Context: an optimization exercise on an open-source flow, tuned for small area. The choices shown serve that exercise and are no tape-out recipe. In this exercise RTL edits were held to simulation tests only and were not proved equivalent to the original. Power is estimated from default activity; no workload was simulated.

File: config.mk
export PLATFORM = sky130hd
export DESIGN_NAME = fdc1772
export DESIGN_NICKNAME = fdc1772
export VERILOG_FILES = /design/flow/design.v
export SDC_FILE = /design/flow/constraint.sdc
export NUM_CORES = 4
export LEC_CHECK = 0
export CAP_MARGIN = 20
export CORE_MARGIN = 2
export CORE_UTILIZATION = 40
export CTS_BUF_LIST = sky130_fd_sc_hd__clkbuf_16
export CTS_CLUSTER_DIAMETER = 100
export CTS_CLUSTER_SIZE = 30
export PLACE_DENSITY = 0.6
export SLEW_MARGIN = 20
File: constraint.sdc
create_clock -name core_clock -period 13.0 [get_ports {clkcpu}]
set_input_delay 2.6000 -clock core_clock [delete_from_list [all_inputs] [get_ports {clkcpu}]]
set_output_delay 2.6000 -clock core_clock [all_outputs]
set_load 0.01 [all_outputs]
File: design.v
module floppy (
	input        clk,
	input        clk8m_en,
	input        reset,           
	input        select,
	input        motor_on,
	input        step_in,
	input        step_out,
	input  [1:0] sector_size_code,
	input        sector_base,     
	input  [6:0] sector_last,     
	input  [9:0] sector_gap_m1,   
	input        hd,
	input        ed,
	input        fm,
	output 	     dclk_en,       
	output [6:0] track,         
	output [5:0] sector,        
	output       sector_hdr,    
	output       ready,         
	output reg   index
);
parameter CLK_EN = 8000;
localparam RATESD          = 125000;
localparam RATEDD          = 250000;
localparam RATEHD          = 500000;
localparam RATEED          = 1000000;
localparam RPM             = 300;
localparam SPINUP          = 500;    
localparam SPINDOWN        = 300;    
localparam INDEX_PULSE_LEN = 5;      
localparam SECTOR_HDR_LEN  = 6;      
localparam TRACKS          = 85;     
localparam BPTSD = RATESD*60/(8*RPM);
localparam BPTDD = RATEDD*60/(8*RPM);
localparam BPTHD = RATEHD*60/(8*RPM);
localparam BPTED = RATEED*60/(8*RPM);
wire [19:0] rate_max = fm ? RATESD : ed ? RATEED : hd ? RATEHD : RATEDD;
wire [14:0] bpt_m1   = fm ? 15'd6834 : ed ? 15'd3173 : hd ? 15'd21041 : 15'd2678;
assign ready = select && (rate == rate_max);
localparam INDEX_PULSE_CYCLES = INDEX_PULSE_LEN * CLK_EN;
reg [13:0] index_pulse_cnt;   
wire index_pulse_end = (index_pulse_cnt == 14'd8202);   
always @(posedge clk) if(clk8m_en) begin
	if(index_pulse_start && index_pulse_end) begin
		index <= 1'b0;
		index_pulse_cnt <= 14'd0;
	end else if(index_pulse_end)
		index <= 1'b1;
	else
		index_pulse_cnt <= floppy_up14(index_pulse_cnt);
	if(reset) begin
		index <= 1'b0;
		index_pulse_cnt <= 14'd0;
	end
end
assign track = current_track;
reg [6:0] current_track;
reg step_inD;
reg step_outD;
always @(posedge clk) begin
	step_inD <= step_in;
	step_outD <= step_out;
	if(select) begin
		if(step_in && !step_inD) begin
			if(current_track != 0) current_track <= current_track - 7'd1;
		end
		if(step_out && !step_outD) begin
			if(current_track != TRACKS-1) current_track <= current_track + 7'd1;
		end
	end
	if(reset) begin
		step_inD <= 1'b0;
		step_outD <= 1'b0;
		current_track <= 7'd0;
	end
end
assign sector = current_sector;
localparam SECTOR_STATE_GAP  = 2'd0;
localparam SECTOR_STATE_HDR  = 2'd1;
localparam SECTOR_STATE_DATA = 2'd2;
wire [5:0] start_sector = 6'd1;
reg [1:0] sec_state;
reg [9:0] sec_byte_cnt;   
reg [5:0] current_sector;
assign sector_hdr = (sec_state == SECTOR_STATE_HDR);
reg [9:0] sec_len_m1;
always @(*) begin
	case (sector_size_code)
	2'd0: sec_len_m1 = 10'd663;   
	2'd1: sec_len_m1 = 10'd67;   
	2'd2: sec_len_m1 = 10'd528;   
	2'd3: sec_len_m1 = 10'd1;   
	endcase
end
always @(posedge clk) begin
	if (byte_clk_en) begin
		if(index_pulse_start) begin
			sec_byte_cnt <= sector_gap_m1;
			sec_state <= SECTOR_STATE_GAP;      
			current_sector <= start_sector;     
		end else begin
			if(sec_byte_cnt == 0) begin
				case(sec_state)
				SECTOR_STATE_GAP: begin
					sec_state <= SECTOR_STATE_HDR;
					sec_byte_cnt <= 10'd288;   
				end
				SECTOR_STATE_HDR: begin
					sec_state <= SECTOR_STATE_DATA;
					sec_byte_cnt <= sec_len_m1;
				end
				SECTOR_STATE_DATA: begin
					sec_state <= SECTOR_STATE_GAP;
					sec_byte_cnt <= sector_gap_m1;
					if({1'b0, current_sector} == sector_last)
						current_sector <= {5'd0, sector_base};
					else
						current_sector <= current_sector + 6'd1;
					end
				default:
					sec_state <= SECTOR_STATE_GAP;
				endcase
			end else
				sec_byte_cnt <= floppy_dn10(sec_byte_cnt);
		end
	end
	if(reset) begin
		sec_state <= SECTOR_STATE_GAP;
		sec_byte_cnt <= 10'd0;
		current_sector <= 6'd1;
	end
end
reg [14:0] byte_cnt;   
reg 	   index_pulse_start;
always @(posedge clk) begin
	if (byte_clk_en) begin
		index_pulse_start <= 1'b0;
		if(byte_cnt == bpt_m1) begin
			byte_cnt <= 0;
			index_pulse_start <= 1'b1;
		end else
			byte_cnt <= floppy_up15(byte_cnt);
	end
	if(reset) begin
		byte_cnt <= 15'd0;
		index_pulse_start <= 1'b0;
	end
end
assign dclk_en = byte_clk_en;
reg byte_clk_en;
reg [2:0] clk_cnt2;
always @(posedge clk) begin
	byte_clk_en <= 0;
	if (data_clk_en) begin
		clk_cnt2 <= clk_cnt2 + 1'd1;
		if (clk_cnt2 == 3'b011) byte_clk_en <= 1;
	end
	if(reset) begin
		byte_clk_en <= 1'b0;
		clk_cnt2 <= 3'd0;
	end
end
localparam SPIN_UP_CLKS = CLK_EN*SPINUP;
localparam SPIN_DOWN_CLKS = CLK_EN*SPINDOWN;
localparam SPIN_UNIT = 25000;
localparam [5:0] SPIN_UP_Q   = SPIN_UP_CLKS/SPIN_UNIT;     
localparam [5:0] SPIN_DOWN_Q = SPIN_DOWN_CLKS/SPIN_UNIT;   
localparam [17:0] WRAP_Q = (33'd1 << 32) / SPIN_UNIT;     
localparam [11:0] WRAP_R = ((33'd1 << 32) % SPIN_UNIT) / 8;  
localparam [11:0] UNIT_R = SPIN_UNIT / 8;                  
reg [17:0] spin_q;
reg [11:0] spin_r;
wire motor_on_sel = motor_on && select;
reg [19:0] rate;
reg motor_onD;
wire [5:0] rate_q = fm ? RATESD/SPIN_UNIT : ed ? RATEED/SPIN_UNIT : hd ? RATEHD/SPIN_UNIT : RATEDD/SPIN_UNIT;
wire [5:0] spin_lim = motor_on_sel ? SPIN_UP_Q : SPIN_DOWN_Q;
wire spin_q_hi = |spin_q[17:6];
wire spin_over = spin_q_hi || (spin_q[5:0] > spin_lim) || ((spin_q[5:0] == spin_lim) && (spin_r != 0));
wire [6:0] spin_step = {1'b0, rate_q} - (spin_over ? {1'b0, spin_lim} : 7'd0);
wire [17:0] spin_qn;
floppy_rca #(18) spin_add (.a(spin_q), .b({{11{spin_step[6]}}, spin_step}), .ci(1'b0), .s(spin_qn), .co());
wire spin_r_hi = (spin_r >= WRAP_R);
wire spin_wrap = (spin_qn > WRAP_Q) || ((spin_qn == WRAP_Q) && spin_r_hi);
wire [11:0] spin_rn;
floppy_rca #(12) spin_radd (.a(spin_r), .b(spin_r_hi ? -WRAP_R : UNIT_R - WRAP_R), .ci(1'b0), .s(spin_rn), .co());
wire [5:0] spin_qw = spin_qn[5:0] - WRAP_Q[5:0] - {5'd0, !spin_r_hi};
wire rate_dn = !motor_on_sel;
wire rate_ge_max;
floppy_rca #(20) rate_cmp (.a(rate), .b(~rate_max), .ci(1'b1), .s(), .co(rate_ge_max));
wire rate_step = spin_over && (motor_on_sel ? !rate_ge_max : (rate != 0));
wire [19:0] rate_next;
floppy_rca #(20) rate_add (.a(rate), .b({{19{rate_dn}}, 1'b1}), .ci(1'b0), .s(rate_next), .co());
always @(posedge clk) begin
	motor_onD <= motor_on_sel;
	if(motor_onD != motor_on_sel) begin
		spin_q <= 18'd0;
		spin_r <= 12'd0;
	end else if(clk8m_en) begin
		if (spin_wrap) begin
			spin_q <= {12'd0, spin_qw};
			spin_r <= spin_rn;
		end else
			spin_q <= spin_qn;
		if(rate_step)
			rate <= rate_next;
	end
	if(reset) begin
		motor_onD <= 1'b0;
		spin_q <= 18'd0;
		spin_r <= 12'd0;
		rate <= 20'd0;
	end
end
localparam [20:0] CLK_HALF = CLK_EN*1000/2;
localparam [20:0] CLK_OFS = CLK_HALF + 21'd1;
reg data_clk;
reg data_clk_en;
reg [20:0] clk_ofs;
wire [20:0] clk_sum;
wire [20:0] clk_sub;
floppy_rca #(21) clk_add_rate (.a(clk_ofs), .b({1'b0, rate}), .ci(1'b0), .s(clk_sum), .co());
floppy_rca #(21) clk_add_half (.a(clk_sum), .b(~CLK_HALF), .ci(1'b1), .s(clk_sub), .co());
always @(posedge clk) begin
	data_clk_en <= 0;
	if(clk8m_en) begin
		if(!clk_sum[20]) begin
			clk_ofs <= clk_sub;
			data_clk <= !data_clk;
			if (~data_clk) data_clk_en <= 1;
		end else
			clk_ofs <= clk_sum;
	end
	if(reset) begin
		data_clk <= 1'b0;
		data_clk_en <= 1'b0;
		clk_ofs <= -CLK_OFS;
	end
end
function [13:0] floppy_up14(input [13:0] c);
	floppy_up14 = {c[12:0], c[13] ^ c[4] ^ c[2] ^ c[0] ^ (c[12:0] == 0)};
endfunction
function [14:0] floppy_up15(input [14:0] c);
	floppy_up15 = {c[13:0], c[14] ^ c[13] ^ (c[13:0] == 0)};
endfunction
function [9:0] floppy_dn10(input [9:0] c);
	floppy_dn10 = {c[8:0], c[9] ^ c[6] ^ (c[8:0] == 0)};
endfunction
endmodule
module floppy_rca #(parameter W = 8) (
	input  [W-1:0] a,
	input  [W-1:0] b,
	input          ci,
	output [W-1:0] s,
	output         co
);
	wire [W:0] c;
	assign c[0] = ci;
	genvar k;
	generate
		for (k = 0; k < W; k = k + 1) begin : bits
			assign s[k] = a[k] ^ b[k] ^ c[k];
			assign c[k+1] = (a[k] & b[k]) | (c[k] & (a[k] ^ b[k]));
		end
	endgenerate
	assign co = c[W];
endmodule
module fdc1772 #(
	parameter CLK_EN           = 16'd2000,  
	parameter FD_NUM           = 2,     
	parameter MODEL            = 2,     
	parameter EXT_MOTOR        = 1'b0,  
	parameter INVERT_HEAD_RA   = 1'b0   
) (
	input            clkcpu,  
	input            clk8m_en,
	input      [FD_NUM-1:0] floppy_drive,
	input            floppy_side, 
	input            floppy_reset,
	output           floppy_step,
	input            floppy_motor,
	output           floppy_ready,
	output reg       irq,
	output reg       drq,  
	input      [1:0] cpu_addr,
	input            cpu_sel,
	input            cpu_rw,
	input      [7:0] cpu_din,
	output reg [7:0] cpu_dout,
	input      [2:0] img_type,
	input      [FD_NUM-1:0] img_mounted,  
	input      [FD_NUM-1:0] img_wp,       
	input            img_ds,       
	input     [31:0] img_size,     
	output reg[31:0] sd_lba,
	output reg [FD_NUM-1:0] sd_rd,
	output reg [FD_NUM-1:0] sd_wr,
	input            sd_ack,
	input      [8:0] sd_buff_addr,
	input      [7:0] sd_dout,
	output     [7:0] sd_din,
	input            sd_dout_strobe,
	output     [9:0] fifo_a_addr,   
	output           fifo_a_we,
	input      [7:0] fifo_a_q,
	output     [9:0] fifo_b_addr,   
	output     [7:0] fifo_b_data,
	output           fifo_b_we,
	input      [7:0] fifo_b_q
);
localparam IMG_ARCHIE      = 0;
localparam IMG_ST          = 1;
localparam IMG_BBC         = 2;  
localparam IMG_TI99        = 3;  
localparam IMG_BETA        = 4;  
localparam IMG_PLUSD_IMG   = 5;  
localparam IMG_COCO        = 6;  
localparam W    = FD_NUM - 1;
localparam WIDX = $clog2(FD_NUM);
reg         fdn_doubleside[FD_NUM];
reg         fdn_hd[FD_NUM];
reg         fdn_ed[FD_NUM];
reg         fdn_present[FD_NUM];
reg   [1:0] fdn_cls[FD_NUM];   
reg   [2:0] fdn_type[FD_NUM];
function [5:0] spt_of(input [2:0] t, input hd, input ed, input [1:0] cls);
	reg [5:0] b;
	begin
		case (cls)
		2'd0: b = 6'd9;
		2'd1: b = 6'd10;
		2'd2: b = 6'd11;
		2'd3: b = 6'd12;
		endcase
		case (t)
		IMG_ARCHIE:              spt_of = hd ? 6'd10 : 6'd5;
		IMG_ST, IMG_PLUSD_IMG:   spt_of = ed ? (b << 2) : hd ? (b << 1) : b;
		IMG_BBC:                 spt_of = 6'd10;
		IMG_TI99:                spt_of = 6'd9;
		IMG_BETA:                spt_of = 6'd16;
		IMG_COCO:                spt_of = 6'd18;
		default:                 spt_of = 6'd0;
		endcase
	end
endfunction
function [9:0] gap_of(input [2:0] t, input [1:0] cls);
	begin
		case (t)
		IMG_ARCHIE:              gap_of = 10'd220;
		IMG_ST, IMG_PLUSD_IMG:   gap_of = cls == 0 ? 10'd176 : cls == 1 ? 10'd107 : cls == 2 ? 10'd50 : 10'd2;
		IMG_BBC, IMG_TI99,
		IMG_BETA, IMG_COCO:      gap_of = 10'd50;
		default:                 gap_of = 10'd0;
		endcase
	end
endfunction
function [9:0] gapc_of(input [2:0] t, input [1:0] cls);
	begin
		case (t)
		IMG_ARCHIE:              gapc_of = 10'd339;   
		IMG_ST, IMG_PLUSD_IMG:   gapc_of = cls == 0 ? 10'd549 : cls == 1 ? 10'd746 : cls == 2 ? 10'd881 : 10'd512;   
		IMG_BBC, IMG_TI99,
		IMG_BETA, IMG_COCO:      gapc_of = 10'd881;   
		default:                 gapc_of = 10'd1;   
		endcase
	end
endfunction
function [1:0] ssc_of(input [2:0] t);
	begin
		case (t)
		IMG_ARCHIE:              ssc_of = 2'd3;
		IMG_ST, IMG_PLUSD_IMG:   ssc_of = 2'd2;
		IMG_BBC, IMG_TI99,
		IMG_BETA, IMG_COCO:      ssc_of = 2'd1;
		default:                 ssc_of = 2'd0;
		endcase
	end
endfunction
function base_of(input [2:0] t);
	base_of = (t == IMG_ST) || (t == IMG_PLUSD_IMG) || (t == IMG_BETA) || (t == IMG_COCO);
endfunction
function fm_of(input [2:0] t);
	fm_of = (t == IMG_BBC) || (t == IMG_TI99);
endfunction
function [6:0] last_of(input [2:0] t, input hd, input ed, input [1:0] cls);
	reg [5:0] n;
	reg       b;
	begin
		n = spt_of(t, hd, ed, cls);
		b = base_of(t);
		if (n == 0 && !b) last_of = 7'h40;
		else last_of = {1'b0, n + {5'd0, b} - 6'd1};
	end
endfunction
reg   [1:0] image_cls;  
reg         image_doubleside;
wire        image_hd = img_size[20];  
wire        image_ed = img_size[21];  
wire [12:0] image_sectors = img_size[21:9];
wire        image_st_ds = (image_sectors > (85*12));
wire  [9:0] image_sps = image_ed ? image_sectors[12:3] :
                        image_hd ? image_sectors[11:2] :
                        image_st_ds ? image_sectors[10:1] : image_sectors[9:0];
wire  [3:0] sps_hi = image_sps[9:6];
wire  [5:0] sps_lo = image_sps[5:0];
always @(*) begin
	image_cls = 2'd2;
	case (sps_hi)
	4'b1011: if (sps_lo == 7 || sps_lo == 16 || sps_lo == 25 || sps_lo == 34 || sps_lo == 43 || sps_lo == 52 || sps_lo == 61) image_cls = 2'd0;
	4'b1100: if (sps_lo == 22 || sps_lo == 32 || sps_lo == 42 || sps_lo == 52 || sps_lo == 62) image_cls = 2'd1;
	4'b1101: if (sps_lo == 8 || sps_lo == 18) image_cls = 2'd1;
	4'b1110: if (sps_lo == 52) image_cls = 2'd3;
	4'b1111: if (sps_lo == 0 || sps_lo == 12 || sps_lo == 24 || sps_lo == 36 || sps_lo == 48 || sps_lo == 60) image_cls = 2'd3;
	default: ;
	endcase
end
always @(*) begin
	case (img_type)
	IMG_ARCHIE:                            image_doubleside = 1'b1;
	IMG_ST, IMG_PLUSD_IMG:                 image_doubleside = image_st_ds;
	IMG_BBC, IMG_TI99, IMG_BETA, IMG_COCO: image_doubleside = img_ds;
	default:                               image_doubleside = 1'b0;
	endcase
end
reg   [3:0] lba_o;
reg   [2:0] lba_sh;
wire  [1:0] fd_cls = fdn_cls[fdn];
wire        fd_hd  = fdn_hd[fdn];
wire        fd_ed  = fdn_ed[fdn];
always @(*) begin
	lba_o = 4'd1;
	lba_sh = 3'd0;
	case (fd_type)
	IMG_ARCHIE: begin lba_o = 4'd5; lba_sh = {2'b00, fd_hd}; end
	IMG_ST, IMG_PLUSD_IMG: begin
		case (fd_cls)
		2'd0: begin lba_o = 4'd9;  lba_sh = 3'd0; end
		2'd1: begin lba_o = 4'd5;  lba_sh = 3'd1; end
		2'd2: begin lba_o = 4'd11; lba_sh = 3'd0; end
		2'd3: begin lba_o = 4'd3;  lba_sh = 3'd2; end
		endcase
		if (fd_ed) lba_sh = lba_sh + 3'd2; else
		if (fd_hd) lba_sh = lba_sh + 3'd1;
	end
	IMG_BBC:  begin lba_o = 4'd5; lba_sh = 3'd1; end
	IMG_TI99: begin lba_o = 4'd9; lba_sh = 3'd0; end
	IMG_BETA: begin lba_o = 4'd1; lba_sh = 3'd4; end
	IMG_COCO: begin lba_o = 4'd9; lba_sh = 3'd1; end
	default:  begin lba_o = 4'd1; lba_sh = 3'd0; end
	endcase
end
wire        lba_plusd = (fd_type == IMG_PLUSD_IMG);
wire        lba_ti99  = (fd_type == IMG_TI99);
wire  [6:0] lba_trk   = lba_ti99 ? (floppy_side ? {1'b0, track[5:0]} : 7'd79 - {1'b0, track[5:0]}) : track[6:0];
wire [10:0] lba_mo    = {4'd0, lba_trk} + (lba_o[1] ? {3'd0, lba_trk, 1'b0} : 11'd0) +
                        (lba_o[2] ? {2'd0, lba_trk, 2'b00} : lba_o[3] ? {1'd0, lba_trk, 3'b000} : 11'd0);
wire  [2:0] lba_shift = lba_sh + {2'b00, fd_doubleside & !lba_plusd & !lba_ti99};
wire [13:0] lba_prod  = {3'd0, lba_mo} << lba_shift;
wire  [9:0] lba_add   = lba_plusd ? (floppy_side ? 10'd0 : 10'd800) :
                        (lba_ti99 || floppy_side) ? 10'd0 : {4'd0, fd_spt};
wire        lba_dec   = (fd_type == IMG_ST) || lba_plusd || (fd_type == IMG_BETA) || (fd_type == IMG_COCO);
wire [13:0] lba_sum   = lba_prod + {4'd0, lba_add} + {8'd0, sector[5:0]};
wire [14:0] lba_q     = {1'b0, lba_sum} - {14'd0, lba_dec};
wire [31:0] lba_q32   = {{17{lba_q[14]}}, lba_q};
always @(*) begin
	case (fd_type)
	IMG_ARCHIE:    sd_lba = {lba_q32[30:0], s_odd};
	IMG_ST,
	IMG_PLUSD_IMG: sd_lba = lba_q32;
	IMG_BBC,
	IMG_TI99,
	IMG_BETA,
	IMG_COCO:      sd_lba = {1'b0, lba_q32[31:1]};
	default:       sd_lba = 0;
	endcase
end
always @(posedge clkcpu) begin
	reg [W:0] img_mountedD;
	integer i;
	img_mountedD <= img_mounted;
	for(i = 0; i < FD_NUM; i = i+1'd1) begin
		if (~img_mountedD[i] && img_mounted[i]) begin
			fdn_present[i] <= |img_size;
			fdn_cls[i] <= image_cls;
			fdn_doubleside[i] <= image_doubleside;
			fdn_hd[i] <= image_hd;
			fdn_ed[i] <= image_ed;
			fdn_type[i] <= img_type;
		end
	end
end
reg cpu_selD;
reg cpu_rwD;
always @(posedge clkcpu) begin
	cpu_rwD <= cpu_sel & ~cpu_rw;
	cpu_selD <= cpu_sel;
	if(!floppy_reset) begin
		cpu_rwD <= 1'b0;
		cpu_selD <= 1'b0;
	end
end
wire cpu_we = cpu_sel & ~cpu_rw & ~cpu_rwD;
reg irq_set;
reg cpu_rw_cmdstatus;
always @(posedge clkcpu)
  cpu_rw_cmdstatus <= floppy_reset && ~cpu_selD && cpu_sel && cpu_addr == FDC_REG_CMDSTATUS;
wire irq_clr = !floppy_reset || cpu_rw_cmdstatus;
always @(posedge clkcpu) begin
	if(irq_clr) irq <= 1'b0;
	else if(irq_set) irq <= 1'b1;
end
reg drq_set;
reg cpu_rw_data;
always @(posedge clkcpu)
	cpu_rw_data <= floppy_reset && ~cpu_selD && cpu_sel && cpu_addr == FDC_REG_DATA;
wire drq_clr = !floppy_reset || cpu_rw_data;
always @(posedge clkcpu) begin
	if(drq_clr) drq <= 1'b0;
	else if(drq_set) drq <= 1'b1;
end
wire       fdn_index[FD_NUM];
wire       fdn_ready[FD_NUM];
wire [6:0] fdn_track[FD_NUM];
wire [5:0] fdn_sector[FD_NUM];
wire       fdn_sector_hdr[FD_NUM];
wire       fdn_sector_data[FD_NUM];
wire       fdn_dclk[FD_NUM];
generate
	genvar i;
	for(i=0; i < FD_NUM; i = i+1) begin :fdd
		floppy #(.CLK_EN(CLK_EN)) floppy
		(
			.clk         ( clkcpu             ),
			.clk8m_en    ( clk8m_en           ),
			.reset       ( !floppy_reset      ),
			.select      ( fd_any && fdn == i ),
			.motor_on    ( fd_motor           ),
			.step_in     ( step_in            ),
			.step_out    ( step_out           ),
			.sector_size_code ( ssc_of(fdn_type[i]) ),
			.sector_last ( last_of(fdn_type[i], fdn_hd[i], fdn_ed[i], fdn_cls[i]) ),
			.sector_gap_m1 ( gapc_of(fdn_type[i], fdn_cls[i]) ),
			.sector_base ( base_of(fdn_type[i]) ),
			.hd          ( fdn_hd[i]          ),
			.ed          ( fdn_ed[i]          ),
			.fm          ( fm_of(fdn_type[i]) ),
			.dclk_en     ( fdn_dclk[i]        ),
			.track       ( fdn_track[i]       ),
			.sector      ( fdn_sector[i]      ),
			.sector_hdr  ( fdn_sector_hdr[i]  ),
			.ready       ( fdn_ready[i]       ),
			.index       ( fdn_index[i]       )
		);
	end
endgenerate
reg [WIDX:0] fdn;
always @(*) begin
	integer i;
	fdn = 0;
	for(i = FD_NUM-1; i >= 0; i = i - 1) if(!floppy_drive[i]) fdn = i[WIDX:0];
end
wire        fd_any         = ~&floppy_drive;
wire        fd_index       = fd_any ? fdn_index[fdn]       : 1'b0;
wire        fd_ready       = fd_any ? fdn_ready[fdn]       : 1'b0;
wire  [6:0] fd_track       = fd_any ? fdn_track[fdn]       : 7'd0;
wire  [5:0] fd_sector      = fd_any ? fdn_sector[fdn]      : 5'd0;
wire        fd_sector_hdr  = fd_any ? fdn_sector_hdr[fdn]  : 1'b0;
wire        fd_dclk_en     = fd_any ? fdn_dclk[fdn]        : 1'b0;
wire        fd_present     = fd_any ? fdn_present[fdn]     : 1'b0;
wire        fd_writeprot   = fd_any ? img_wp[fdn]          : 1'b1;
wire        fd_doubleside  = fdn_doubleside[fdn];
wire  [2:0] fd_type        = fdn_type[fdn];
wire  [5:0] fd_spt         = spt_of(fd_type, fdn_hd[fdn], fdn_ed[fdn], fdn_cls[fdn]);
wire  [1:0] fd_sector_size_code = ssc_of(fd_type);
wire [10:0] fd_sector_size = 11'd128 << fd_sector_size_code;
wire        fd_sector_base = base_of(fd_type);
assign floppy_ready = fd_ready && fd_present;
localparam MOTOR_IDLE_COUNTER = 4'd10;
reg [3:0] motor_timeout_index;
reg indexD;
reg busy;
reg step_in, step_out;
reg [2:0] motor_spin_up_sequence;
wire fd_motor = EXT_MOTOR ? floppy_motor : motor_on;
wire motor_spin_up_done = (!motor_on) || (motor_on && (motor_spin_up_sequence == 0));
localparam STEP_PULSE_LEN = 16'd1;
localparam STEP_PULSE_CLKS = STEP_PULSE_LEN * CLK_EN;
reg [20:0] tmr;
reg        tmr_pulse;
reg  [1:0] tmr_rs;
wire [20:0] step_rest_clk =
           (tmr_rs==2'b00)               ? 21'd1741002:    
           (tmr_rs==2'b01)               ? 21'd239943:    
           (tmr_rs==2'b10)               ? 21'd627764:    
                                           21'd1905565;    
assign floppy_step = step_in | step_out;
wire tmr_zero = (tmr == 0);
wire step_pulse_done = !tmr_pulse || tmr_zero;
wire tmr_idle = !tmr_pulse && tmr_zero;
wire fd_track0 = (fd_track == 0);
reg [7:0] step_to;
reg RNF;
reg sector_inc_strobe;
reg track_inc_strobe;
reg track_dec_strobe;
reg track_clear_strobe;
always @(posedge clkcpu) begin
	reg [1:0] seek_state;
	reg notready_wait;
	reg sector_not_found;
	reg irq_at_index;
	reg [1:0] data_transfer_state;
	sector_inc_strobe <= 1'b0;
	track_inc_strobe <= 1'b0;
	track_dec_strobe <= 1'b0;
	track_clear_strobe <= 1'b0;
	irq_set <= 1'b0;
	if(!floppy_reset) begin
		motor_on <= 1'b0;
		busy <= 1'b0;
		step_in <= 1'b0;
		step_out <= 1'b0;
		sd_card_read <= 0;
		sd_card_write <= 0;
		data_transfer_start <= 1'b0;
		seek_state <= 0;
		notready_wait <= 1'b0;
		sector_not_found <= 1'b0;
		irq_at_index <= 1'b0;
		data_transfer_state <= 2'b00;
		RNF <= 1'b0;
		motor_spin_up_sequence <= 3'd0;
		motor_timeout_index <= 4'd0;
		tmr <= 21'd0;
		tmr_pulse <= 1'b0;
		tmr_rs <= 2'd0;
		step_dir <= 1'b0;
		indexD <= 1'b0;
	end else if (clk8m_en) begin
		sd_card_read <= 0;
		sd_card_write <= 0;
		data_transfer_start <= 1'b0;
		if(step_pulse_done) begin
			step_in <= 1'b0;
			step_out <= 1'b0;
		end
		if(tmr_pulse && tmr_zero) begin
			tmr_pulse <= 1'b0;
			tmr <= step_rest_clk;
		end else if(!tmr_zero)
			tmr <= fdc_dn21(tmr);
		if(cmd_rx) begin
			busy <= 1'b1;
			notready_wait <= 1'b0;
			sector_not_found <= 1'b0;
			data_transfer_state <= 2'b00;
			if(cmd_type_1 || cmd_type_2 || cmd_type_3) begin
				RNF <= 1'b0;
				motor_on <= 1'b1;
				if (!motor_on && !cmd[3]) motor_spin_up_sequence <= 6;    
			end
			if(cmd_type_4) begin
				busy <= 1'b0;
				if(cmd[3]) irq_set <= 1'b1;
				if(cmd[3:2] == 2'b01) irq_at_index <= 1'b1;
				if (!busy) motor_on <= 1'b1;
			end
		end
		if(busy && motor_spin_up_done && tmr_idle) begin
			if(cmd_type_1) begin
				if(!fd_present) begin
					if (!notready_wait) begin
						tmr <= 21'd519504;   
						notready_wait <= 1'b1;
					end else begin
						RNF <= 1'b1;
						busy <= 1'b0;
						irq_set <= 1'b1;  
					end
				end else
				case (seek_state)
				0: begin
					if(cmd[7:4] == 4'b0000) begin
						if (fd_track0) begin
							track_clear_strobe <= 1'b1;
							seek_state <= 2;
						end else begin
							step_dir <= 1'b1;
							seek_state <= 1;
						end
					end
					if(cmd[7:4] == 4'b0001) begin
						if (track == step_to) seek_state <= 2;
						else begin
							step_dir <= (step_to < track);
							seek_state <= 1;
						end
					end
					if(cmd[7:5] == 3'b001) seek_state <= 1;
					if(cmd[7:5] == 3'b010) begin
						step_dir <= 1'b0;
						seek_state <= 1;
					end
					if(cmd[7:5] == 3'b011) begin
						step_dir <= 1'b1;
						seek_state <= 1;
					end
				   end
				1: begin
					if (step_dir)
						step_in <= 1'b1;
					else
						step_out <= 1'b1;
					if( (!cmd[6] && !cmd[5]) || ((cmd[6] || cmd[5]) && cmd[4]))
						if (step_dir)
							track_dec_strobe <= 1'b1;
						else
							track_inc_strobe <= 1'b1;
					tmr <= 21'd627764;   
					tmr_pulse <= 1'b1;
					tmr_rs <= cmd[1:0];
					seek_state <= (!cmd[6] && !cmd[5]) ? 0 : 2;  
				   end
				2: begin
					if (cmd[2]) begin
						tmr <= 21'd328636;   
					end
					seek_state <= 3;
				   end
				3: begin
					busy <= 1'b0;
					irq_set <= 1'b1;  
					seek_state <= 0;
				   end
				endcase
			end  
			if(cmd_type_2) begin
				if(!fd_present) begin
					if (!notready_wait) begin
						tmr <= 21'd519504;   
						notready_wait <= 1'b1;
					end else begin
						RNF <= 1'b1;
						busy <= 1'b0;
						irq_set <= 1'b1;  
					end
				end else if (sector_not_found) begin
					busy <= 1'b0;
					irq_set <= 1'b1;  
					RNF <= 1'b1;
				end else if (cmd[2] && !notready_wait) begin
					tmr <= 21'd1509147;   
					notready_wait <= 1'b1;
				end else begin
					if(cmd[7:5] == 3'b100) begin
						if ((sector - fd_sector_base) >= fd_spt) begin
							sector_not_found <= 1'b1;
							tmr <= 21'd106304;   
						end else if (sd_state == SD_IDLE) begin
							case (data_transfer_state)
							2'b00: if (fifo_cpuptr == 0) begin
								sd_card_read <= 1;
								data_transfer_state <= 2'b01;
							end
							2'b01: begin
								if(fd_ready && fd_sector_hdr && (fd_sector == sector)) data_transfer_start <= 1'b1;
								if(data_transfer_done) begin
									data_transfer_state <= 2'b00;
									if (cmd[4]) sector_inc_strobe <= 1'b1;  
									else begin
										busy <= 1'b0;
										irq_set <= 1'b1;  
									end
								end
							end
							default :;
							endcase
						end
					end
					if(cmd[7:5] == 3'b101) begin
						if ((sector - fd_sector_base) >= fd_spt) begin
							sector_not_found <= 1'b1;
							tmr <= 21'd106304;   
						end else if (sd_state == SD_IDLE) begin
							case (data_transfer_state)
							2'b00: begin
									if (fd_sector_size_code < 2) sd_card_read <= 1;
									data_transfer_state <= 2'b10;
								end
							2'b10: begin
								if (fifo_cpuptr == 0 && fd_ready && fd_sector_hdr && (fd_sector == sector)) data_transfer_start <= 1'b1;
								if (data_transfer_done) begin
									sd_card_write <= 1;
									data_transfer_state <= 2'b11;
								end
							end
							2'b11: begin
								data_transfer_state <= 2'b00;
								if (cmd[4]) sector_inc_strobe <= 1'b1;  
								else begin
									busy <= 1'b0;
									irq_set <= 1'b1;  
								end
							end
							default: ;
							endcase
						end
					end
				end
			end
			if(cmd_type_3) begin
				if(!fd_present) begin
					RNF <= 1'b1;
					busy <= 1'b0; 
					irq_set <= 1'b1;  
				end else begin
					if(cmd[7:4] == 4'b1110) begin
						busy <= 1'b0;
						irq_set <= 1'b1;  
					end
					if(cmd[7:4] == 4'b1111) begin
						busy <= 1'b0;
						irq_set <= 1'b1;  
					end
					if(cmd[7:4] == 4'b1100) begin
						if(fd_ready && fd_sector_hdr)
							data_transfer_start <= 1'b1;
						if(data_transfer_done) begin
							busy <= 1'b0;
							irq_set <= 1'b1;  
						end
					end
				end
			end
		end
		indexD <= fd_index;
		if(indexD && !fd_index) begin
			irq_at_index <= 1'b0;
			if (irq_at_index) irq_set <= 1'b1;
			if(!busy && motor_spin_up_done) begin
				if(motor_timeout_index != 0)
					motor_timeout_index <= motor_timeout_index - 4'd1;
				else if(motor_on)
					motor_timeout_index <= MOTOR_IDLE_COUNTER;
				if(motor_timeout_index == 1)
					motor_on <= 1'b0;
			end
			if(motor_spin_up_sequence != 0)
				motor_spin_up_sequence <= motor_spin_up_sequence - 3'd1;
		end
		if(busy) motor_timeout_index <= 0;
	end
end
reg data_transfer_start;
reg data_transfer_done;
reg  [10:0] fifo_cpuptr;
reg  [9:0] fifo_cpuptr_adj;
wire [7:0] fifo_q;
reg        s_odd;  
reg  [9:0] fifo_sdptr;
always @(*) begin
	if (fd_sector_size_code == 3)
		fifo_sdptr = { s_odd, sd_buff_addr };
	else
		fifo_sdptr = { 1'b0, sd_buff_addr };
	if (fd_sector_size_code == 1)
		fifo_cpuptr_adj = { 1'b0, (fd_spt[0] & (track[0] ^ !floppy_side)) ^ sector[0] ^ fd_sector_base, fifo_cpuptr[7:0] };
	else
		fifo_cpuptr_adj = fifo_cpuptr[9:0];
end
assign fifo_a_addr = fifo_sdptr;
assign fifo_a_we   = sd_dout_strobe & sd_ack;
assign sd_din      = fifo_a_q;
assign fifo_b_addr = fifo_cpuptr_adj;
assign fifo_b_data = data_in;
assign fifo_b_we   = data_in_strobe;
assign fifo_q      = fifo_b_q;
localparam SD_IDLE = 0;
localparam SD_READ = 1;
localparam SD_WRITE = 2;
reg [1:0] sd_state;
reg       sd_card_write;
reg       sd_card_read;
always @(posedge clkcpu) begin
	reg sd_ackD;
	reg sd_card_readD;
	reg sd_card_writeD;
	sd_card_readD <= sd_card_read;
	sd_card_writeD <= sd_card_write;
	sd_ackD <= sd_ack;
	if (sd_ack) {sd_rd, sd_wr} <= 0;
	case (sd_state)
	SD_IDLE:
	begin
		s_odd <= 1'b0;
		if (~sd_card_readD & sd_card_read) begin
			sd_rd[fdn] <= 1;
			sd_state <= SD_READ;
		end
		else if (~sd_card_writeD & sd_card_write) begin
			sd_wr[fdn] <= 1;
			sd_state <= SD_WRITE;
		end
	end
	SD_READ:
	if (sd_ackD & ~sd_ack) begin
		if (s_odd || fd_sector_size_code != 3) begin
			sd_state <= SD_IDLE;
		end else begin
			s_odd <= 1;
			sd_rd[fdn] <= 1;
		end
	end
	SD_WRITE:
	if (sd_ackD & ~sd_ack) begin
		if (s_odd || fd_sector_size_code != 3) begin
			sd_state <= SD_IDLE;
		end else begin
			s_odd <= 1;
			sd_wr[fdn] <= 1;
		end
	end
	default: ;
	endcase
	if(!floppy_reset) begin
		sd_ackD <= 1'b0;
		sd_card_readD <= 1'b0;
		sd_card_writeD <= 1'b0;
		sd_rd <= 0;
		sd_wr <= 0;
		sd_state <= SD_IDLE;
		s_odd <= 1'b0;
	end
end
reg data_in_strobe;
reg data_in_valid;
function [15:0] crc;
	input [15:0] curcrc;
	input  [7:0] val;
	reg    [3:0] i;
	begin
		crc = {curcrc[15:8] ^ val, 8'h00};
		for (i = 0; i < 8; i=i+1'd1) begin
			if(crc[15]) begin
				crc = crc << 1;
				crc = crc ^ 16'h1021;
			end
			else crc = crc << 1;
		end
		crc = {curcrc[7:0] ^ crc[15:8], crc[7:0]};
	end
endfunction
always @(posedge clkcpu) begin
	reg        data_transfer_startD;
	reg [10:0] data_transfer_cnt;
	reg [15:0] crcval;
	reg        crc_en;
	crc_en <= 0;
	if(crc_en) crcval <= crc(crcval, data_out);
	if (cpu_we && cpu_addr == FDC_REG_DATA) begin
		data_out <= data_in;
		data_in_valid <= 1;
	end
	if(cmd_rx || sector_inc_strobe) begin
		data_in_valid <= 0;
		data_transfer_cnt <= 0;
		fifo_cpuptr <= 0;
	end
	drq_set <= 1'b0;
	if (clk8m_en) data_transfer_done <= 0;
	data_transfer_startD <= data_transfer_start;
	if(~data_transfer_startD & data_transfer_start) begin
		if(cmd[7:4] == 4'b1100) begin
			crcval <= 16'hB230;
			data_transfer_cnt <= 11'd1360;   
		end
		if(cmd[7:6] == 2'b10)
			data_transfer_cnt <= dtc_len;   
		if(cmd[7:5] == 3'b101) drq_set <= !data_in_valid;
	end
	data_in_strobe <= 1'b0;
	if(cmd[7:5] == 3'b101 && data_in_strobe) fifo_cpuptr <= fifo_cpuptr + 1'd1;
	if(fd_dclk_en) begin
		if(data_transfer_cnt != 0) begin
			if(data_transfer_cnt != 11'd1024) begin   
				data_lost <= 1'b0;
				if (drq) data_lost <= 1'b1;
				if (cmd[7:5] != 3'b101 || data_transfer_cnt != 11'd512) drq_set <= 1'b1;   
				if(cmd[7:4] == 4'b1100) begin
					case(data_transfer_cnt)
						11'd1360: begin data_out <= fd_track; crc_en <= 1; end
						11'd672: begin data_out <= { 7'b0000000, (INVERT_HEAD_RA != 0) ^ floppy_side }; crc_en <= 1; end
						11'd1344: begin data_out <= fd_sector; crc_en <= 1; end
						11'd640: begin data_out <= fd_sector_size_code[1:0]; crc_en <= 1; end  
						11'd1280: data_out <= crcval[15:8];
						11'd512: data_out <= crcval[7:0];
					endcase  
				end
				if(cmd[7:5] == 3'b100 && fifo_cpuptr != fd_sector_size) begin
					data_out <= fifo_q;
					fifo_cpuptr <= fifo_cpuptr + 1'd1;
				end
				if(cmd[7:5] == 3'b101 && fifo_cpuptr != fd_sector_size) begin
					data_in_strobe <= 1;
					data_in_valid <= 0;
				end
			end
			data_transfer_cnt <= fdc_dn11(data_transfer_cnt);
			if(data_transfer_cnt == 11'd1024)   
				data_transfer_done <= 1'b1;
		end
	end
	if(!floppy_reset) begin
		crc_en <= 1'b0;
		crcval <= 16'd0;
		data_out <= 8'd0;
		data_in_valid <= 1'b0;
		data_transfer_cnt <= 11'd0;
		fifo_cpuptr <= 11'd0;
		drq_set <= 1'b0;
		data_transfer_done <= 1'b0;
		data_transfer_startD <= 1'b0;
		data_in_strobe <= 1'b0;
		data_lost <= 1'b0;
	end
end
reg [10:0] dtc_len;
always @(*) begin
	case (fd_sector_size_code)
	2'd0: dtc_len = 11'd705;   
	2'd1: dtc_len = 11'd1350;   
	2'd2: dtc_len = 11'd1404;   
	2'd3: dtc_len = 11'd2032;   
	endcase
end
function [20:0] fdc_dn21(input [20:0] c);
	fdc_dn21 = {c[19:0], c[20] ^ c[18] ^ (c[19:0] == 0)};
endfunction
function [10:0] fdc_dn11(input [10:0] c);
	fdc_dn11 = {c[9:0], c[10] ^ c[8] ^ (c[9:0] == 0)};
endfunction
wire [7:0] status = { (MODEL == 1 || MODEL == 3) ? !floppy_ready : motor_on,
		      (cmd[7:5] == 3'b101 || cmd[7:4] == 4'b1111 || cmd_type_1) && fd_writeprot,  
		      cmd_type_1?motor_spin_up_done:1'b0,   
		      RNF,                                  
		      1'b0,                                 
		      (cmd_type_1 | cmd_type_4)?fd_track0:data_lost,  
		      (cmd_type_1 | cmd_type_4)?~fd_index:drq,        
		      busy }  ;
reg [7:0] track;
reg [7:0] sector;
reg [7:0] data_in;
reg [7:0] data_out;
reg step_dir;
reg motor_on;
reg data_lost;
reg [7:0] cmd;
wire cmd_type_1 = (cmd[7] == 1'b0);
wire cmd_type_2 = (cmd[7:6] == 2'b10);
wire cmd_type_3 = (cmd[7:5] == 3'b111) || (cmd[7:4] == 4'b1100);
wire cmd_type_4 = (cmd[7:4] == 4'b1101);
localparam FDC_REG_CMDSTATUS    = 0;
localparam FDC_REG_TRACK        = 1;
localparam FDC_REG_SECTOR       = 2;
localparam FDC_REG_DATA         = 3;
always @(*) begin
	cpu_dout = 8'h00;
	if(cpu_sel && cpu_rw) begin
		case(cpu_addr)
			FDC_REG_CMDSTATUS: cpu_dout = status;
			FDC_REG_TRACK:     cpu_dout = track;
			FDC_REG_SECTOR:    cpu_dout = sector;
			FDC_REG_DATA:      cpu_dout = data_out;
		endcase
	end
end
reg cmd_rx;
reg cmd_rx_i;
always @(posedge clkcpu) begin
	if(!floppy_reset) begin
		cmd <= 8'h00;
		track <= 8'h00;
		sector <= 8'h00;
		step_to <= 8'h00;
		data_in <= 8'h00;
		cmd_rx_i <= 1'b0;
		cmd_rx <= 1'b0;
	end else begin
		cmd_rx <= cmd_rx_i;
		if((!cmd_type_4 && busy) || (clk8m_en && cmd_type_4 && !busy)) cmd_rx_i <= 1'b0;
		if(cpu_we) begin
			if(cpu_addr == FDC_REG_CMDSTATUS) begin        
				cmd <= cpu_din;
				cmd_rx_i <= 1'b1;
				if(cpu_din[7:4] == 4'b0000) begin                
					step_to <= 8'd0;
					track <= 8'hff;
				end
				if(cpu_din[7:4] == 4'b0001) begin                
					step_to <= data_in;
				end
				if(cpu_din[7:5] == 3'b001) begin                 
				end
				if(cpu_din[7:5] == 3'b010) begin                 
				end
				if(cpu_din[7:5] == 3'b011) begin                 
				end
				if(cpu_din[7:5] == 3'b100) begin                 
				end
				if(cpu_din[7:5] == 3'b101) begin                 
				end
				if(cpu_din[7:4] == 4'b1100) begin                
				end
				if(cpu_din[7:4] == 4'b1110) begin                
				end
				if(cpu_din[7:4] == 4'b1111) begin                
				end
				if(cpu_din[7:4] == 4'b1101) begin                
				end
			end
			if(cpu_addr == FDC_REG_TRACK)                     
				track <= cpu_din;
			if(cpu_addr == FDC_REG_SECTOR)                    
				sector <= cpu_din;
			if(cpu_addr == FDC_REG_DATA) begin                
				data_in <= cpu_din;
			end
		end
		if (sector_inc_strobe) sector <= sector + 1'd1;
		if (track_inc_strobe) track <= track + 1'd1;
		if (track_dec_strobe) track <= track - 1'd1;
		if (track_clear_strobe) track <= 8'd0;
	end
end
endmodule
File: flow/run.sh
#!/bin/bash
# The standard layout (the standard.sh, with its standard synthesis),
# except:
#  - the input and output ports are buffered with the smallest buffer
#    (buf_1) instead of the delay buffer buffer_ports picks by default;
#  - clock tree synthesis inserts no dummy loads.
# Each tool's output goes to the logs under orfs/logs; the make output to
# standard.log.
export BUFFER_PORTS_ARGS="-buffer_cell sky130_fd_sc_hd__buf_1"
export CTS_ARGS="-sink_clustering_enable -repair_clock_nets -sink_clustering_size 24 -sink_clustering_max_diameter 80 -buf_list {sky130_fd_sc_hd__clkbuf_8 sky130_fd_sc_hd__clkbuf_16} -dont_use_dummy_load"
bash standard.sh > standard.log 2>&1
File: standard.sh
#!/bin/bash
# synth_recipe.tcl (not shown) runs the flow's synth.tcl, then flattens the netlist and writes it again
# the make line also repeats each setting of config.mk as NAME=value (left out here)
make -C /OpenROAD-flow-scripts/flow DESIGN_CONFIG=/design/flow/config.mk WORK_HOME=/design/flow/orfs CLKGATE_MAP_FILE= SYNTH_SCRIPT=/design/flow/synth_recipe.tcl "${@:-finish}"
==> flow_summary.ini, run 1 <==
[drt]
drc = 0
drt-pass1-iter-count = 8
wl_per_cell_um = 17.2
dr_total_vias = 27605
ant_nets = 0
drt_wl_total_mm = 84.7
vias_per_cell = 5.60
drt_iter0_drc = 2055

[sta]
fin_worst_skew_ns = 0.0630
setup-tns-final_ns = 0
finalWorstSetupSlack_ns = 0.669
hold_violations = 0
layout_min_cycle_time_ns = 12.33
worst_slew_pin_slew_ns = 1.01
setup_violations = 0
rsz0062_at_grt = no
drv_slew = 0
post-route-period-util = 0.949
max_freq_mhz = 81.1
finalHoldWorstSlack_ns = 0.392
max-slew-margin-rel = 0.329

[critical_path]
cp_slowest_cell = mux4_2
ff2ff_setup_slack_ns = 3.06
cp.arrival_ns = 9.73
crit_required_ns = 10.40
startpoint_type = input port
crit_type = input port to output port
cp_max_fo = 9
cp-end-kind = output port
max_stage_delay_ns = 0.51

[placement]
post-dp-hpwl_mm = 61.9
pre_cts_slack_ns = 0.604
post-place-cells = 4897
place_congestion = 0.917
place_area_um2 = 33000
port-buffer-count = 136

[clock_tree]
cts_tree = done
clock-root-buffer = clkbuf_16
cts_made_buffers = 31
cts_buffer_depth = 3
cts_htree_levels = 1
clk_latency_ns = 0.63
clkSinkCount = 454
clk_pin_slew_worst_paths_ns = 0.10

[final_layout]
final_cells = 4929
drive_gt1_frac = 0.0369
fin_nets = 4300
fin_area_um2 = 33900
num_antenna_cells = 0
final_core_util = 0.429
syn_to_final_growth_pct = 6.05

[logic_synthesis]
yosysTopAreaCellShare = 0.255
synth.distinct_cells = 98
synth-edff-count = 48
ys_seq_area_frac = 0.300
ys_seq_elements = 454
synth_ff_type = dfxtp_1
synth_area_leaders = dfxtp_1 25%, ha_1 8.1%, fa_1 7.4%
yosys.area.top_type = dfxtp_1
syn-num-nets = 4329
synth.avg_cell_area_um2 = 8.17
synth_cells = 3910
async_flop_share = 0
yosysWarnings = 14
syn_area_um2 = 31900

[floorplanning]
coreArea_um2 = 79000
rows = 103
fp.dieArea_um2 = 82100
io_pins = 180
fp.dieW_um = 287
die_h_um = 287
start_util = 0.404

[run_status]
status = timing/DRC/antenna clean

[global_route]
grt_pass1_vias = 25722
grtUsageTotal = 0.203
antenna_found_initial = 0
grt_pass1_wl_mm = 138
grt_max_degree = 144
overflow = 0

[run]
cap_violations = 0

[power_and_ir_drop]
irDropWorstVdd_mv = 0.114
p_leak_nw = 13.0
fin_total_pwr_mw = 5.19
power_density_nw_per_um2 = 153

[min_path]
hp-class = flop to flop
layer usage:
metal  up-vias  part of all wire  GRT usage
li1      13641                 -          -
met1     13233              0.49      0.299
met2       663              0.44      0.321
met3        68             0.054     0.0192
met4         0             0.014     0.0399
met5         -                 0          0
state kept, by name (all words and copies together), names as in the netlist, 11 cells and up, named ones only:
signal	cells
tmr	21
fdd.floppy.current_track	14
fifo_cpuptr	11
fdd.floppy.rate	40
fdd.floppy.index_pulse_cnt	28
fdd.floppy.spin_r	24
fdd.floppy.current_sector	12
fdd.floppy.clk_ofs	42
fdd.floppy.spin_q	36
fdd.floppy.byte_cnt	30
fdd.floppy.sec_byte_cnt	20
cell type report:
class	count	area, um2
flip-flops and latches	454	9570
fillers	7983	45100
multi-input cells	2927	20300
clock buffers	31	776
repair buffers	176	818
well taps	1050	1310
inverters	291	1100
cells in the mapped netlist, types with 32 or more instances:
cell type / instances
fa_1: 118
nor2b_1: 42
buf_4: 40
mux2i_1: 102
inv_1: 285
o21ai_0: 232
a31oi_1: 32
clkbuf_1: 170
edfxtp_1: 48
nor4_1: 62
xor2_1: 58
a211oi_1: 62
nand2b_1: 53
and2_1: 71
dfxtp_1: 406
nand2_1: 349
xnor2_1: 91
nor2_1: 405
a22oi_1: 43
nand4_1: 34
ha_1: 207
nand3_1: 136
nor3_1: 91
a21oi_1: 298
worst max-delay path: cells and delay by family:
family / cells / cell delay (ns)
XOR/XNOR: 3 / 0.69
multiplexers: 1 / 0.51
AO/OA/AOI/OAI: 7 / 1.50
adder cells (fa/ha/maj): 5 / 1.75
buffers and inverters: 6 / 0.90
AND/OR/NAND/NOR: 10 / 1.78
where the power goes:
part           switching, mW  internal [mW]  leakage, nW  total [mW]
registers              0.148           1.58         3.77        1.73
clock network          0.496          0.418        0.382       0.915
logic                   1.44           1.10         8.85        2.55
layout by cell type, fill, tap and decap left out, types with 118 or more instances in the layout:
master     n
dfxtp_1  406
nor2_1   404
nand2_1  347
a21oi_1  296
inv_1    284
o21ai_0  231
ha_1     207
nand3_1  136
buf_1    134
fa_1     118
logic make-up after synthesis:
logic type | after synthesis | share of synthesized area
and+or+nand+nor | 1372 | 0.206
AOI/OAI and AO/OA | 963 | 0.191
buffers and inverters | 529 | 0.0674
DFF | 454 | 0.300
adders and majority gates | 325 | 0.155
xor gates and xnor gates | 150 | 0.0414
muxes | 117 | 0.0399
worst paths after layout:
kind,start,end,depth (start not counted)
worst max-delay path,floppy_drive[0],sd_lba[12],32
worst min-delay path,cpu_rw_data,drq,1
worst max register to register,fdn_type[0][1],fdd[0].floppy.spin_q[3],31
worst min register to register,cpu_rw_data,drq,1
timing repair:
action,CTS,global route
setup endpoints to repair,0,18
hold buffers,0,0
buffers inserted,0,0
resized for setup,0,2
==> run 2: changes to the inputs <==
--- a/flow/run.sh
+++ b/flow/run.sh
@@ -7,5 +7,5 @@
 # Each tool's output goes to the logs under orfs/logs; the make output to
 # standard.log.
 export BUFFER_PORTS_ARGS="-buffer_cell sky130_fd_sc_hd__buf_1"
-export CTS_ARGS="-sink_clustering_enable -repair_clock_nets -sink_clustering_size 24 -sink_clustering_max_diameter 80 -buf_list {sky130_fd_sc_hd__clkbuf_8 sky130_fd_sc_hd__clkbuf_16} -dont_use_dummy_load"
+export CTS_ARGS="-sink_clustering_enable -repair_clock_nets -sink_clustering_size 16 -sink_clustering_max_diameter 60 -buf_list sky130_fd_sc_hd__clkbuf_8 -dont_use_dummy_load"
 bash standard.sh > standard.log 2>&1
==> flow_summary.ini, run 2 <==
[run_status]
status = timing/DRC/antenna clean

[sta]
setup_violations = 0
worst_slew_pin_slew_ns = 0.996
max-slew-margin-rel = 0.336
hold_violations = 0
layout_min_cycle_time_ns = 12.37
drv_slew = 0
rsz0062_at_grt = no
fin_worst_skew_ns = 0.0594
max_freq_mhz = 80.8
setup-tns-final_ns = 0
post-route-period-util = 0.952

[drt]
vias_per_cell = 5.57
drt_wl_total_mm = 85.2
ant_nets = 0
wl_per_cell_um = 17.2
dr_total_vias = 27569
drt_iter0_drc = 2239
drt-pass1-iter-count = 6
drc = 0

[power_and_ir_drop]
fin_total_pwr_mw = 5.09
power_density_nw_per_um2 = 151
p_leak_nw = 13.0
irDropWorstVdd_mv = 0.0980

[floorplanning]
fp.dieArea_um2 = 82100
fp.dieW_um = 287
rows = 103
io_pins = 180
die_h_um = 287
start_util = 0.404
coreArea_um2 = 79000

[final_layout]
largest_register_ffs = 42
final_cells = 4946
top_register = fdd.floppy.clk_ofs
reg_top3 = fdd.floppy.clk_ofs x42, fdd.floppy.rate x40, fdd.floppy.spin_q x36
final_cell_mix = 406 x dfxtp_1, 404 x nor2_1, 347 x nand2_1
final_common_cell = dfxtp_1
fin_nets = 4315
syn_to_final_growth_pct = 5.62
drive_gt1_frac = 0.0406

[min_path]
hp-class = flop to flop

[global_route]
grtUsageTotal = 0.205
antenna_found_initial = 1
grt_max_degree = 144
grt_pass1_vias = 25801
grt_pass1_wl_mm = 139
overflow = 0

[placement]
post-place-cells = 4897
post-dp-hpwl_mm = 61.9
place_congestion = 0.917
port-buffer-count = 136

[clock_tree]
postCtsSetupRepairBufs = 0
clk_pin_slew_worst_paths_ns = 0.10
cts_tree = done
cts_made_buffers = 46
clkSinkCount = 454
cts_htree_levels = 2
clk_latency_ns = 0.65
cts_buffer_depth = 3
clock-root-buffer = clkbuf_8

[critical_path]
cp_max_fo = 9
startpoint_type = input port
cp-end-kind = output port
cp_slowest_cell = mux4_2
crit_required_ns = 10.40
cp.arrival_ns = 9.77
max_stage_delay_ns = 0.51
crit_type = input port to output port

[logic_synthesis]
netlist_top_cells_count = 406 x dfxtp_1, 405 x nor2_1, 349 x nand2_1, 298 x a21oi_1, 285 x inv_1
yosys.area.top_type = dfxtp_1
syn-num-nets = 4329
syn_area_um2 = 31900
synth.most_common_cell = dfxtp_1
ys_seq_elements = 454
synth_cells = 3910
synth.avg_cell_area_um2 = 8.17
synth_area_leaders = dfxtp_1 25%, ha_1 8.1%, fa_1 7.4%
synth.distinct_cells = 98
ys_seq_area_frac = 0.300
yosysWarnings = 14
yosysTopAreaCellShare = 0.255
synth_ff_type = dfxtp_1
async_flop_share = 0
synth-edff-count = 48

[run]
cap_violations = 0
-- run 2: cell count changes in the layout (fill, tap and decap cells not counted) --
| cell | delta |
|---|---|
| clkbuf_8 | +46 |
| clkbuf_16 | -31 |
| diode_2 | +2 |
-- run 2: per-layer routing --
layer / GRT usage / up-vias / part of all wire
met2: 0.322 / 685 / 0.44
met5: 0 / - / 0
met1: 0.298 / 13122 / 0.48
met4: 0.0448 / 0 / 0.018
li1: - / 13663 / -
met3: 0.0261 / 99 / 0.058
-- run 2: area by class of cell --
cell class | count | area (um2)
clock buffers | 46 | 633
diodes | 2 | 5.00
well taps | 1050 | 1310
multi-input cells | 2927 | 20300
fillers | 8032 | 45300
flip-flops and latches | 454 | 9570
repair buffers | 176 | 818
inverters | 291 | 1100
-- run 2: worst paths after layout --
path	start	to	slack (ns)	cells past startpoint
worst max-delay path	floppy_drive[0]	sd_lba[12]	0.63	32
worst min-delay path	cpu_rw_data	drq	0.39	1
worst max register to register	fdn_type[0][1]	fdd[0].floppy.spin_q[3]	3.08	31
worst min register to register	cpu_rw_data	drq	0.39	1
-- run 2: where the power goes --
| part | internal [mW] | switching (mW) | total, mW |
|---|---|---|---|
| sequential | 1.58 | 0.149 | 1.73 |
| clock | 0.315 | 0.496 | 0.811 |
| combinational | 1.10 | 1.44 | 2.55 |
| total | 3.00 | 2.09 | 5.09 |
-- run 2: kinds of logic after synthesis --
kind of cell	share of synthesized area
mux	0.0399
fa+ha+maj	0.155
compound gates	0.191
buf+inv	0.0674
xor+xnor	0.0414
simple gates	0.206
flops	0.300
-- run 2: through the flow --
| stage | hold slack (ns) | cell area, um2 | setup slack, ns | utilization |
|---|---|---|---|---|
| 2_1_floorplan | 0.373 | 31900 | 0.730 | - |
| 3_3_place_gp | 0.377 | 33000 | 0.623 | 0.418 |
| 3_5_place_dp | 0.378 | 33000 | 0.604 | 0.418 |
| 4_1_cts | 0.392 | 33700 | 0.584 | 0.426 |
| 5_1_grt | 0.422 | 33700 | 0.0651 | 0.427 |
| 6_report | 0.393 | 33700 | 0.629 | 0.427 |
-- run 2: repair_timing --
item / CTS / global route
setup endpoints to repair: 0 / 18
hold buffers: 0 / 0
gates resized for setup: 0 / 2
-- run 2: worst max-delay path, delay by kind of cell --
family | cells | cell delay (ns)
buf+inv | 6 | 0.94
fa+ha+maj | 5 | 1.76
mux | 1 | 0.51
xor+xnor | 3 | 0.69
compound gates | 7 | 1.50
simple gates | 10 | 1.78

what the ideal ports hide:
In the flow no input, the clock included, has a driving cell. The finished layouts below were timed again as built, in two steps.
Step 1 assumes that a clkbuf_16 drives the clock port and a buf_2 every other input.
Step 2, shift: input delay + t, output delay - t, t = (earliest + latest rising clock arrival at the registers) / 2. This alone moves slack from input paths to output paths.
Three values: ideal, step 1, step 2; two values: the first two.
run | t (ns) | setup WS [ns] | worst setup path at the end | slew at the worst register clock pin (ns)
run 1 | 0.662 | 0.669 / 0.638 / 0.638 | input to output | 0.10 / 0.10
run 2 | 0.696 | 0.629 / 0.599 / 0.599 | input to output | 0.10 / 0.10
After both steps every run listed still meets setup and hold. The setup slack of run 1, which loses most, moves by -0.031 ns with the drivers and by -0.031 ns with both steps.
